Background: an optimization exercise with open tools, aiming at small area and a short achievable clock period. Do not read the settings as production practice.
In this exercise RTL edits were held to simulation tests only and were not proved equivalent to the original.

==> flow/run.sh <==
#!/bin/bash
# synth_recipe.tcl (not shown) runs the flow's synth.tcl, then flattens the netlist and writes it again
# the make line also repeats each setting of config.mk as NAME=value (left out here)
make -C /OpenROAD-flow-scripts/flow DESIGN_CONFIG=/design/flow/config.mk WORK_HOME=/design/flow/orfs CLKGATE_MAP_FILE= SYNTH_SCRIPT=/design/flow/synth_recipe.tcl finish
==> flow/config.mk <==
export PLATFORM = sky130hd
export DESIGN_NAME = fpu_addmul
export DESIGN_NICKNAME = fpu_addmul
export VERILOG_FILES = /design/flow/design.v
export SDC_FILE = /design/flow/constraint.sdc
export NUM_CORES = 4
export LEC_CHECK = 0
export CAP_MARGIN = 20
export CORE_MARGIN = 2
export CORE_UTILIZATION = 40
export SLEW_MARGIN = 20
==> flow/constraint.sdc <==
create_clock -name core_clock -period 13.0 [get_ports {clk}]
set_input_delay 2.6000 -clock core_clock [delete_from_list [all_inputs] [get_ports {clk}]]
set_output_delay 2.6000 -clock core_clock [all_outputs]
set_load 0.01 [all_outputs]
==> flow/design.v <==
module fadd_stage1(
  input wire [31:0] s,
  input wire [31:0] t,
  output wire [31:0] g,
  output wire [31:0] l,
  output wire [26:0] one_mantissa_d_27bit,
  output wire for_sticky
);
wire [0:0] sign_s, sign_t, sign_d;
wire [7:0] exponent_s, exponent_t, exponent_d;
wire [22:0] mantissa_s, mantissa_t, mantissa_d;
assign sign_s = s[31:31];
assign sign_t = t[31:31];
assign exponent_s = s[30:23];
assign exponent_t = t[30:23];
assign mantissa_s = s[22:0];
assign mantissa_t = t[22:0];
wire s_greater_than_t;
assign s_greater_than_t = ({exponent_s, mantissa_s} > {exponent_t, mantissa_t}) ? 1 : 0;
assign g = s_greater_than_t ? s : t;
assign l = s_greater_than_t ? t : s;
wire is_add;
assign is_add = (sign_s == sign_t) ? 1 : 0;
wire [0:0] sign_g, sign_l;
wire [7:0] exponent_g, exponent_l;
wire [22:0] mantissa_g, mantissa_l;
assign sign_g = s_greater_than_t ? sign_s : sign_t;
assign sign_l = s_greater_than_t ? sign_t : sign_s;
assign exponent_g = s_greater_than_t ? exponent_s : exponent_t;
assign exponent_l = s_greater_than_t ? exponent_t : exponent_s;
assign mantissa_g = s_greater_than_t ? mantissa_s : mantissa_t;
assign mantissa_l = s_greater_than_t ? mantissa_t : mantissa_s;
wire [24:0] one_mantissa_g, one_mantissa_l;
assign one_mantissa_g = {2'b01, mantissa_g};
assign one_mantissa_l = {2'b01, mantissa_l};
wire [7:0] relative_scale;
wire [4:0] pre_shift;
wire [55:0] one_mantissa_g_56bit, one_mantissa_l_56bit, one_mantissa_d_56bit;
wire [26:0] one_mantissa_g_27bit, one_mantissa_l_27bit;
assign relative_scale = exponent_g - exponent_l;
assign pre_shift =  (relative_scale > 8'b00011001) ? 5'b11111 : relative_scale[4:0];
assign one_mantissa_g_56bit = {one_mantissa_g, 31'b0};
assign one_mantissa_l_56bit = {one_mantissa_l, 31'b0} >> pre_shift;
assign one_mantissa_g_27bit = one_mantissa_g_56bit[55:29];
assign one_mantissa_l_27bit = one_mantissa_l_56bit[55:29];
assign one_mantissa_d_27bit =
  is_add ? one_mantissa_g_27bit + one_mantissa_l_27bit : one_mantissa_g_27bit - one_mantissa_l_27bit; 
assign for_sticky = |(one_mantissa_l_56bit[28:0]);
endmodule
module fadd_stage2(
  input wire [31:0] s,
  input wire [31:0] t,
  input wire [26:0] one_mantissa_d_27bit,
  input wire for_sticky,
  output wire [22:0] one_mantissa_d_scaled,
  output wire [4:0] shift,
  output wire [4:0] shift_left,
  output wire shift_right,
  output wire [3:0] for_round
);
wire [0:0] sign_s, sign_t, sign_d;
wire [7:0] exponent_s, exponent_t, exponent_d;
wire [22:0] mantissa_s, mantissa_t, mantissa_d;
assign sign_s = s[31:31];
assign sign_t = t[31:31];
assign exponent_s = s[30:23];
assign exponent_t = t[30:23];
assign mantissa_s = s[22:0];
assign mantissa_t = t[22:0];
wire s_greater_than_t;
assign s_greater_than_t = ({exponent_s, mantissa_s} > {exponent_t, mantissa_t}) ? 1 : 0;
wire [7:0] exponent_g, exponent_l;
assign exponent_g = s_greater_than_t ? exponent_s : exponent_t;
assign exponent_l = s_greater_than_t ? exponent_t : exponent_s;
wire is_add;
assign is_add = (sign_s == sign_t) ? 1'b1 : 1'b0;
wire [7:0] relative_scale;
assign relative_scale = exponent_g - exponent_l;
assign shift = 
    (one_mantissa_d_27bit[25:25] == 1'b1) ? 0 :
    (one_mantissa_d_27bit[24:24] == 1'b1) ? 1 :
    (one_mantissa_d_27bit[23:23] == 1'b1) ? 2 :
    (one_mantissa_d_27bit[22:22] == 1'b1) ? 3 :
    (one_mantissa_d_27bit[21:21] == 1'b1) ? 4 :
    (one_mantissa_d_27bit[20:20] == 1'b1) ? 5 :
    (one_mantissa_d_27bit[19:19] == 1'b1) ? 6 :
    (one_mantissa_d_27bit[18:18] == 1'b1) ? 7 :
    (one_mantissa_d_27bit[17:17] == 1'b1) ? 8 :
    (one_mantissa_d_27bit[16:16] == 1'b1) ? 9 :
    (one_mantissa_d_27bit[15:15] == 1'b1) ? 10 :
    (one_mantissa_d_27bit[14:14] == 1'b1) ? 11 :
    (one_mantissa_d_27bit[13:13] == 1'b1) ? 12 :
    (one_mantissa_d_27bit[12:12] == 1'b1) ? 13 :
    (one_mantissa_d_27bit[11:11] == 1'b1) ? 14 :
    (one_mantissa_d_27bit[10:10] == 1'b1) ? 15 :
    (one_mantissa_d_27bit[9:9] == 1'b1) ? 16 :
    (one_mantissa_d_27bit[8:8] == 1'b1) ? 17 :
    (one_mantissa_d_27bit[7:7] == 1'b1) ? 18 :
    (one_mantissa_d_27bit[6:6] == 1'b1) ? 19 :
    (one_mantissa_d_27bit[5:5] == 1'b1) ? 20 :
    (one_mantissa_d_27bit[4:4] == 1'b1) ? 21 :
    (one_mantissa_d_27bit[3:3] == 1'b1) ? 22 :
    (one_mantissa_d_27bit[2:2] == 1'b1) ? 23 :
    (one_mantissa_d_27bit[1:1] == 1'b1) ? 24 :
    (one_mantissa_d_27bit[0:0] == 1'b1) ? 25 : 26;
assign shift_right = one_mantissa_d_27bit[26:26];
assign shift_left =
    shift >= exponent_g ? exponent_g - 8'd1 : shift;
wire [55:0] d_concat_l;
wire [55:0] d_concat_l_shift;
wire [55:0] one_mantissa_d_56bit;
assign d_concat_l =
  { one_mantissa_d_27bit, 29'd0 };
assign one_mantissa_d_56bit =
  is_add ? d_concat_l >> shift_right : d_concat_l << shift_left;
wire ulp, guard, round, sticky, dropped;
assign dropped = one_mantissa_d_27bit[0:0];
assign ulp = one_mantissa_d_56bit[31:31];
assign guard = one_mantissa_d_56bit[30:30];
assign round = one_mantissa_d_56bit[29:29];
assign sticky = for_sticky || (shift_right && dropped);
assign one_mantissa_d_scaled = one_mantissa_d_56bit[53:31];
assign for_round = {ulp, guard, round, sticky};
endmodule
module fadd_stage3(
    input wire [31:0] s,
    input wire [31:0] t,
    input wire [22:0] one_mantissa_d_scaled,
    input wire [4:0] shift,
    input wire [4:0] shift_left,
    input wire shift_right,
    input wire [3:0] for_round,
    output wire [31:0] d
);
wire [0:0] sign_s, sign_t, sign_d;
wire [7:0] exponent_s, exponent_t, exponent_d;
wire [22:0] mantissa_s, mantissa_t, mantissa_d;
assign sign_s = s[31:31];
assign sign_t = t[31:31];
assign exponent_s = s[30:23];
assign exponent_t = t[30:23];
assign mantissa_s = s[22:0];
assign mantissa_t = t[22:0];
wire s_greater_than_t;
assign s_greater_than_t = ({exponent_s, mantissa_s} > {exponent_t, mantissa_t}) ? 1 : 0;
wire sign_g;
wire [7:0] exponent_g, exponent_l;
assign sign_g = s_greater_than_t ? sign_s : sign_t;
assign exponent_g = s_greater_than_t ? exponent_s : exponent_t;
assign exponent_l = s_greater_than_t ? exponent_t : exponent_s;
wire is_add;
assign is_add = (sign_s == sign_t) ? 1'b1 : 1'b0;
wire [7:0] relative_scale;
assign relative_scale = exponent_g - exponent_l;
wire ulp, guard, round, sticky, flag;
wire [23:0] mantissa_d_rounded;  
wire carry_round;
assign ulp = for_round[3:3];
assign guard = for_round[2:2];
assign round = for_round[1:1];
assign sticky = for_round[0:0];
assign flag =
    (ulp && guard && (~round) && (~sticky)) ||
    (guard && (~round) && sticky && (sign_s == sign_t)) ||
    (guard && round);
assign mantissa_d_rounded = {1'b0,one_mantissa_d_scaled} + {23'b0, flag};
assign carry_round = mantissa_d_rounded[23:23];
assign sign_d = sign_g;
assign mantissa_d = mantissa_d_rounded[22:0];
assign exponent_d =
is_add ? 
    exponent_g + {7'b0, shift_right} + {7'b0, carry_round}
:
    exponent_g - {3'b0, shift_left} + {7'b0, carry_round};
wire s_is_nan;
assign s_is_nan =
    exponent_s == 8'd255 && mantissa_s != 8'd0;
wire t_is_nan;
assign t_is_nan =
    exponent_t == 8'd255 && mantissa_t != 8'd0;
wire s_is_inf;
assign s_is_inf =
    exponent_s == 8'd255 && mantissa_s == 8'd0;
wire t_is_inf;
assign t_is_inf =
    exponent_t == 8'd255 && mantissa_t == 8'd0;
wire d_is_inf;
assign d_is_inf =
    exponent_d == 8'd255 && shift_right == 1'b1;
wire s_is_zero;
assign s_is_zero =
    exponent_s == 8'd0 && mantissa_s == 8'd0;
wire t_is_zero;
assign t_is_zero =
    exponent_t == 8'd0 && mantissa_t == 8'd0;
wire d_is_s, d_is_t, d_is_zero;
assign d_is_s =
    t_is_zero || (s_greater_than_t && relative_scale > 8'b00011000);
assign d_is_t =
    s_is_zero || (~s_greater_than_t && relative_scale > 8'b00011000);
assign d_is_zero =
    (sign_s != sign_t) && (exponent_s == exponent_t) && (mantissa_s == mantissa_t);
wire d_is_denormalized;
assign d_is_denormalized = 
    ~is_add && (shift_left < shift);
assign d = 
    t_is_nan ? {sign_t, 8'd255, mantissa_t} :
    s_is_nan ? {sign_s, 8'd255, mantissa_s} :
    s_is_inf && t_is_inf ? (sign_s == sign_t ? {sign_s, 8'd255, 23'd0} : {1'b0, 8'd255, 1'b1, 22'd0}) :
    s_is_inf ? {sign_s, 8'd255, 23'd0} :
    t_is_inf ? {sign_t, 8'd255, 23'd0} :
    d_is_inf ? {sign_d, 8'd255, 23'b0} :
    d_is_s ? {sign_s, exponent_s, mantissa_s} :
    d_is_t ? {sign_t, exponent_t, mantissa_t} :
    d_is_zero ? {1'b0, 8'b0, 23'b0} :
    d_is_denormalized ? {sign_d, 8'd0, mantissa_d} :
    {sign_d, exponent_d, mantissa_d};
endmodule
module fadd(
  input wire clk,
  input wire [31:0] s,
  input wire [31:0] t,
  output wire [31:0] d
);
wire [31:0] wire_g1, wire_g2, wire_g3;
reg [31:0] reg_g1, reg_g2, reg_g3;
wire [31:0] wire_l1, wire_l2, wire_l3;
reg [31:0] reg_l1, reg_l2, reg_l3;
wire [26:0] wire_one_mantissa_d_27bit1, wire_one_mantissa_d_27bit2;
reg [26:0] reg_one_mantissa_d_27bit1, reg_one_mantissa_d_27bit2;
wire wire_for_sticky1, wire_for_sticky2;
reg reg_for_sticky1, reg_for_sticky2;
wire [22:0] wire_one_mantissa_d_scaled2, wire_one_mantissa_d_scaled3;
reg [22:0] reg_one_mantissa_d_scaled2, reg_one_mantissa_d_scaled3;
wire [4:0] wire_shift2, wire_shift3;
reg [4:0] reg_shift2, reg_shift3;
wire [4:0] wire_shift_left2, wire_shift_left3;
reg [4:0] reg_shift_left2, reg_shift_left3;
wire wire_shift_right2, wire_shift_right3;
reg reg_shift_right2, reg_shift_right3;
wire [3:0] wire_for_round2, wire_for_round3;
reg [3:0] reg_for_round2, reg_for_round3;
fadd_stage1 u1(s, t, wire_g1, wire_l1, wire_one_mantissa_d_27bit1, wire_for_sticky1);
fadd_stage2 u2(wire_g2, wire_l2, wire_one_mantissa_d_27bit2, wire_for_sticky2, wire_one_mantissa_d_scaled2, wire_shift2, wire_shift_left2, wire_shift_right2, wire_for_round2);
fadd_stage3 u3(wire_g3, wire_l3, wire_one_mantissa_d_scaled3, wire_shift3, wire_shift_left3, wire_shift_right3, wire_for_round3, d);
assign wire_g2 = reg_g2;
assign wire_g3 = reg_g3;
assign wire_l2 = reg_l2;
assign wire_l3 = reg_l3;
assign wire_one_mantissa_d_27bit2 = reg_one_mantissa_d_27bit2;
assign wire_for_sticky2 = reg_for_sticky2; 
assign wire_one_mantissa_d_scaled3 = reg_one_mantissa_d_scaled3;
assign wire_shift3 = reg_shift3;
assign wire_shift_left3 = reg_shift_left3;
assign wire_shift_right3 = reg_shift_right3;
assign wire_for_round3 = reg_for_round3;
always @(posedge clk) begin
  reg_g3 <= wire_g2;
  reg_l3 <= wire_l2;
end
always @(posedge clk) begin
  reg_g2 <= wire_g1;
  reg_l2 <= wire_l1;
end
always @(posedge clk) begin
  reg_one_mantissa_d_27bit2 <= wire_one_mantissa_d_27bit1;
  reg_for_sticky2 <= wire_for_sticky1;
  reg_one_mantissa_d_scaled3 <= wire_one_mantissa_d_scaled2;
  reg_shift3 <= wire_shift2;
  reg_shift_left3 <= wire_shift_left2;
  reg_shift_right3 <= wire_shift_right2;
  reg_for_round3 <= wire_for_round2;
end
endmodule
module fmul_stage1(
  input wire [31:0] s,
  input wire [31:0] t,
  output wire [47:0] mantissa
);
wire [23:0] one_mantissa_s, one_mantissa_t;
assign one_mantissa_s = {1'b1, s[22:0]};
assign one_mantissa_t = {1'b1, t[22:0]};
assign mantissa = {24'b0, one_mantissa_s} * {24'b0, one_mantissa_t};
endmodule
module fmul_stage2(
  input wire [31:0] s,
  input wire [31:0] t,
  input wire [47:0] one_mantissa_d_48bit,
  output wire [31:0] d,
  output wire overflow,
  output wire underflow
);
wire [0:0] sign_s, sign_t, sign_d;
wire [7:0] exponent_s, exponent_t, exponent_d;
wire [22:0] mantissa_s, mantissa_t, mantissa_d;
assign sign_s = s[31:31];
assign sign_t = t[31:31];
assign exponent_s = s[30:23];
assign exponent_t = t[30:23];
assign mantissa_s = s[22:0];
assign mantissa_t = t[22:0];
wire carry;
assign carry = one_mantissa_d_48bit[47:47];
wire [7:0] shift;
wire shift_left;
wire [4:0] shift_right;
assign shift = 
    (one_mantissa_d_48bit[47:47] == 1'b1) ? 0 :
    (one_mantissa_d_48bit[46:46] == 1'b1) ? 0 :
    (one_mantissa_d_48bit[45:45] == 1'b1) ? 1 :
    (one_mantissa_d_48bit[44:44] == 1'b1) ? 2 :
    (one_mantissa_d_48bit[43:43] == 1'b1) ? 3 :
    (one_mantissa_d_48bit[42:42] == 1'b1) ? 4 :
    (one_mantissa_d_48bit[41:41] == 1'b1) ? 5 :
    (one_mantissa_d_48bit[40:40] == 1'b1) ? 6 :
    (one_mantissa_d_48bit[39:39] == 1'b1) ? 7 :
    (one_mantissa_d_48bit[38:38] == 1'b1) ? 8 :
    (one_mantissa_d_48bit[37:37] == 1'b1) ? 9 :
    (one_mantissa_d_48bit[36:36] == 1'b1) ? 10 :
    (one_mantissa_d_48bit[35:35] == 1'b1) ? 11 :
    (one_mantissa_d_48bit[34:34] == 1'b1) ? 12 :
    (one_mantissa_d_48bit[33:33] == 1'b1) ? 13 :
    (one_mantissa_d_48bit[32:32] == 1'b1) ? 14 :
    (one_mantissa_d_48bit[31:31] == 1'b1) ? 15 :
    (one_mantissa_d_48bit[30:30] == 1'b1) ? 16 :
    (one_mantissa_d_48bit[29:29] == 1'b1) ? 17 :
    (one_mantissa_d_48bit[28:28] == 1'b1) ? 18 :
    (one_mantissa_d_48bit[27:27] == 1'b1) ? 19 :
    (one_mantissa_d_48bit[26:26] == 1'b1) ? 20 :
    (one_mantissa_d_48bit[25:25] == 1'b1) ? 21 :
    (one_mantissa_d_48bit[24:24] == 1'b1) ? 22 : 23;
assign shift_right = 5'd0;
assign shift_left =
    {1'b0, exponent_s} + {1'b0, exponent_t} < {1'b0, shift} + 9'd127 ? 8'd0 : shift;
wire [47:0] tmp;
wire [47:0] one_mantissa_d_scaled;
assign tmp = one_mantissa_d_48bit >> shift_right;
assign one_mantissa_d_scaled = tmp << shift_left;
wire [23:0] one_mantissa_d_24bit;
assign one_mantissa_d_24bit =
    carry == 1'b1 ?
    one_mantissa_d_scaled[47:24]:
    one_mantissa_d_scaled[46:23];
wire [23:0] one_mantissa_d;
wire ulp, guard, round, sticky, flag;
assign ulp = (carry == 1'b1) ?
    one_mantissa_d_scaled[24:24] :
    one_mantissa_d_scaled[23:23];
assign guard = (carry == 1'b1) ?
    one_mantissa_d_scaled[23:23] :
    one_mantissa_d_scaled[22:22];
assign round = (carry == 1'b1) ?
    one_mantissa_d_scaled[22:22] :
    one_mantissa_d_scaled[21:21];
assign sticky = (carry == 1'b1) ?
    |(one_mantissa_d_scaled[21:0]) :
    |(one_mantissa_d_scaled[20:0]); 
assign flag = 
    (ulp && guard && (~round) && (~sticky)) ||
    (guard && (~round) && sticky) ||
    (guard && round);
assign one_mantissa_d = one_mantissa_d_24bit + {23'b0, flag};
assign overflow = 
    ({1'b0, exponent_s} + {1'b0, exponent_t} + {8'd0, carry} >= 9'b011111111 + 9'b001111111);
assign underflow = 
    {1'b0, exponent_s} + {1'b0, exponent_t} < 9'b001111111;
assign sign_d = (sign_s == sign_t) ? 0 : 1;
assign exponent_d =
    overflow ?
        8'b11111111
    : underflow ?
        8'b00000000
    : exponent_s + exponent_t + {7'b0, carry} - 8'b01111111 - shift_left;
assign mantissa_d =
    overflow ?
        23'b0
    : underflow ?
        23'b0
    : one_mantissa_d[22:0];
wire s_is_nan;
assign s_is_nan =
    exponent_s == 8'd255 && mantissa_s != 8'd0;
wire t_is_nan;
assign t_is_nan =
    exponent_t == 8'd255 && mantissa_t != 8'd0;
wire s_is_inf;
assign s_is_inf =
    exponent_s == 8'd255 && mantissa_s == 8'd0;
wire t_is_inf;
assign t_is_inf =
    exponent_t == 8'd255 && mantissa_t == 8'd0;
wire s_is_zero;
assign s_is_zero =
    exponent_s == 8'd0 && mantissa_s == 8'd0;
wire t_is_zero;
assign t_is_zero =
    exponent_t == 8'd0 && mantissa_t == 8'd0;
assign d = 
    s_is_nan ?
        {sign_s, exponent_s, 1'b1, mantissa_s[21:0]}
    : t_is_nan ?
        {sign_t, exponent_t, 1'b1, mantissa_t[21:0]}
    : s_is_inf || t_is_inf ?
        {sign_d, 8'd255, 23'b0}
    : s_is_zero ?
        {sign_d, exponent_s, mantissa_s}
    : t_is_zero ?
        {sign_d, exponent_t, mantissa_t}
    : overflow ?
        {sign_d, 8'd255, 23'b0}
    : underflow ?
        {sign_d, 8'd0, 23'b0} 
    : {sign_d, exponent_d, mantissa_d};
endmodule
module fmul(
  input wire clk,
  input wire [31:0] s,
  input wire [31:0] t,
  output wire [31:0] d,
  output wire overflow,
  output wire underflow
);
reg [31:0] s1_reg, t1_reg, s2_reg, t2_reg;
reg [47:0] mantissa1_reg, mantissa2_reg;
wire [47:0] mantissa0;
fmul_stage1 u1(s, t, mantissa0);
fmul_stage2 u2(s2_reg,t2_reg,mantissa2_reg,d,overflow,underflow);
always @(posedge clk) begin
  s1_reg <= s;
  t1_reg <= t;
  s2_reg <= s1_reg;
  t2_reg <= t1_reg;
  mantissa1_reg <= mantissa0;
  mantissa2_reg <= mantissa1_reg;
end
endmodule
module fpu_addmul(
  input  wire        clk,
  input  wire        op,      
  input  wire [31:0] s,
  input  wire [31:0] t,
  output wire [31:0] d
);
wire [31:0] d_add, d_mul;
wire        mul_overflow, mul_underflow;
reg         op1, op2;
fadd u_add(.clk(clk), .s(s), .t(t), .d(d_add));
fmul u_mul(.clk(clk), .s(s), .t(t), .d(d_mul), .overflow(mul_overflow), .underflow(mul_underflow));
always @(posedge clk) begin
  op1 <= op;
  op2 <= op1;
end
assign d = op2 ? d_mul : d_add;
endmodule
==> out/results.ini <==
[run_status]
status=complete, no violations

[worst_setup_path]
endpoint_kind=flip-flop
critPathMostFrequentCell=a21oi_1
crit_required_ns=13.53
r2r_slack_ns=5.44
cpLargestDelayFamily=compound AO/OA/AOI/OAI gates
arrival_ns=12.62
r2r.worst_path.cells=30
endpoint=u_add.reg_one_mantissa_d_27bit2[25]
timing_worst_setup_path_type=in2reg
path_depth=47
crit_start=t[28]
r2r-end=u_add.reg_one_mantissa_d_scaled3[13]
worst_path_largest_cell_delay_ns=0.50
path_max_fanout=18
start_kind=primary input
path_buf_inv=5
reg2reg_from=u_add.reg_l2[24]
crit_slowest_cell=o21bai_1

[final_layout]
syn2layout_area_growth_pct=11.50
fin_cells=6516
nNetsFinal=6028
drive_gt1_share_pct=6.654
nFillCells=10513

[clocking]
clk_latency_ns=0.61
cts_hold_buf=0
cts_buffers=44
cts_tree=yes
post_cts_buffers=0
cts_buffer_depth=3
cts_sinks=419
cts-root-buf=clkbuf_16
post_cts_resized=0
cts.clk_slew.worst_paths_ns=0.06
htreeDepth=2

[timing]
setup-violations-final=0
rsz0062_at_grt=no
slew_headroom_pct=14.19
finalHoldViolations=0
min_period_over_period_pct=92.94
worst_pin_slew_ns=1.274
fmax_ghz=0.08276
finalCriticalPeriod_ns=12.08
fin_setup_tns_ns=0
finClkSkew_ns=0.04524
slew_violations=0

[synth]
synth_edf_count=0
async_flop_share_pct=0
seq_area_frac_synth_pct=19.56
ys_warn_count=3
synth_fp_nets=5925
netlist.area_leader.share_pct=22.83
synth_top_cells_by_count=inv_1, nand2_1, fa_1
syn_area_per_cell_um2=8.626
synthMostInstantiatedCell=inv_1
synth_area_leader_cell=fa_1
syn_inst=4971
ys_top_cells_by_area=fa_1, dfxtp_1, ha_1
ys.flop_type=dfxtp_1
ys_types=95
synth_area_um2=42880
ys_ff_latch=419

[die]
io_pins=98
design.core.area_um2=106800
die_h_um=331.4
dieArea_um2=109800
initial_utilization_pct=40.17
rows=120
die_x_um=331.4

[run]
maxCapViolCount=0

[global_route]
grt_pass1_vias=36405
grt_usage_pct=27.09
grt_pass1_wl_um=226800
antenna_found_initial=7
grt_overflow_total=0
grt_max_degree=53

[route]
via_count=36191
via_per_inst=5.554
dr.pass1.iters=8
drc_errors=0
wl_um=149800
wire_per_inst_um=23.00
ant_nets=0
drt_iter0_drc=3028

[min_path]
hold_class=reg2reg
hold_depth=0

[placement]
dpl.hpwl_um=118500
io_buffers=97
routabilityCongestion=1.019
place_inst=6431

worst reg2reg max path: cells and delay by family (launching register included):
kind / cells / cell delay (ns)
AOI/OAI and AO/OA: 15 / 3.57
and+or+nand+nor: 9 / 2.06
muxes: 1 / 0.61
adders and majority gates: 2 / 0.59
DFF: 1 / 0.38
buffers and inverters: 3 / 0.22
metrics by stage:
step | setup slack, ns | hold slack [ns] | instance area [um2] | utilization, %
2_1_floorplan | 0.9435 | 0.3096 | 42880 | -
3_5_place_dp | 0.3949 | 0.3120 | 46210 | 43.29
6_report | 0.9174 | 0.3093 | 47810 | 44.79
4_1_cts | 0.9933 | 0.3202 | 47800 | 44.78
5_1_grt | 0.1781 | 0.3195 | 47800 | 44.78
3_3_place_gp | 0.5130 | 0.3098 | 46210 | 43.29
cell families (layout without fill, tap and decap cells):
logic type      count (synthesis)  in the layout  share of synthesized area (%)
fa+ha+maj                     889            889                          34.50
compound gates                878            878                          13.60
xor+xnor                      142            142                          2.901
simple gates                 1467           1467                          16.41
mux                           172            172                          4.208
other cells                     0              3                              0
flops                         419            419                          19.56
buf+inv                      1004           1143                          8.824
per-layer routing:
metal  global-route usage [%]  up-vias  share of wire, %  wire [um]
met2                    44.97     1492                46      68510
met3                    4.180      397               7.7      11490
li1                         -    16568                 -          -
met1                    34.63    17732                41      61480
met4                    12.64        2               5.6       8365
met5                        0        -            0.0060          9
layout make-up:
class	count	area (um2)	share of cell area [%]
inverter	789	2962	6.195
clock inverter	31	431.7	0.9029
sequential	419	8389	17.55
clock buffer	51	1159	2.423
timing repair buffer	272	2310	4.831
tap	1403	1755	3.672
multi-input combinational	3548	30800	64.41
antenna	3	7.507	0.01570
worst min-delay path by stage:
stage,start,end
after global placement,u_mul.t1_reg[16],u_mul.t2_reg[16]
after global routing,u_mul.t1_reg[28],u_mul.t2_reg[28]
after floorplan,op1,op2
final,u_mul.t1_reg[28],u_mul.t2_reg[28]
after detailed placement,op1,op2
after CTS,u_mul.t1_reg[28],u_mul.t2_reg[28]
placed cells by master (no fill, tap or decap), types with 32 or more instances in the layout:
cell type / n
fa_1: 489
clkbuf_16: 45
nor3_1: 66
o21bai_1: 39
nand2_1: 593
buf_4: 173
inv_1: 785
ha_1: 399
a221oi_1: 33
nor4_1: 46
o21ai_0: 164
a21oi_1: 228
nand4_1: 48
nand2b_1: 46
xnor2_1: 96
xor2_1: 44
and2_1: 230
clkdlybuf4s50_1: 97
nor2b_1: 32
nand3_1: 78
nor2_1: 226
dfxtp_1: 418
o22ai_1: 33
mux2i_1: 152
a21o_1: 65

-- separate check: timing with driven ports --
How much do the figures lean on ideal ports? The routed layout below was timed once more, with nothing changed but the port constraints. Step 1 sets driving cells, clkbuf_16 on the clock port and buf_2 on the other inputs (assumed; they add their load-dependent delay and slew). Step 2 moves the port delays by t, midway between the first and last clock arrival at a register: inputs arrive t later, outputs are due t later. That takes back most of the time a late clock gives input paths. Slacks: ideal ports / drivers / drivers and shift; pairs: ideal ports / drivers.
shift t [ns]: 0.657
setup WS [ns]: 0.917 / 0.929 / 0.295
worst register clock-pin slew, ns: 0.07 / 0.07
After both steps setup and hold are still met in this run. For this run, drivers alone change the setup slack by +0.012 ns; drivers and shift together by -0.622 ns.
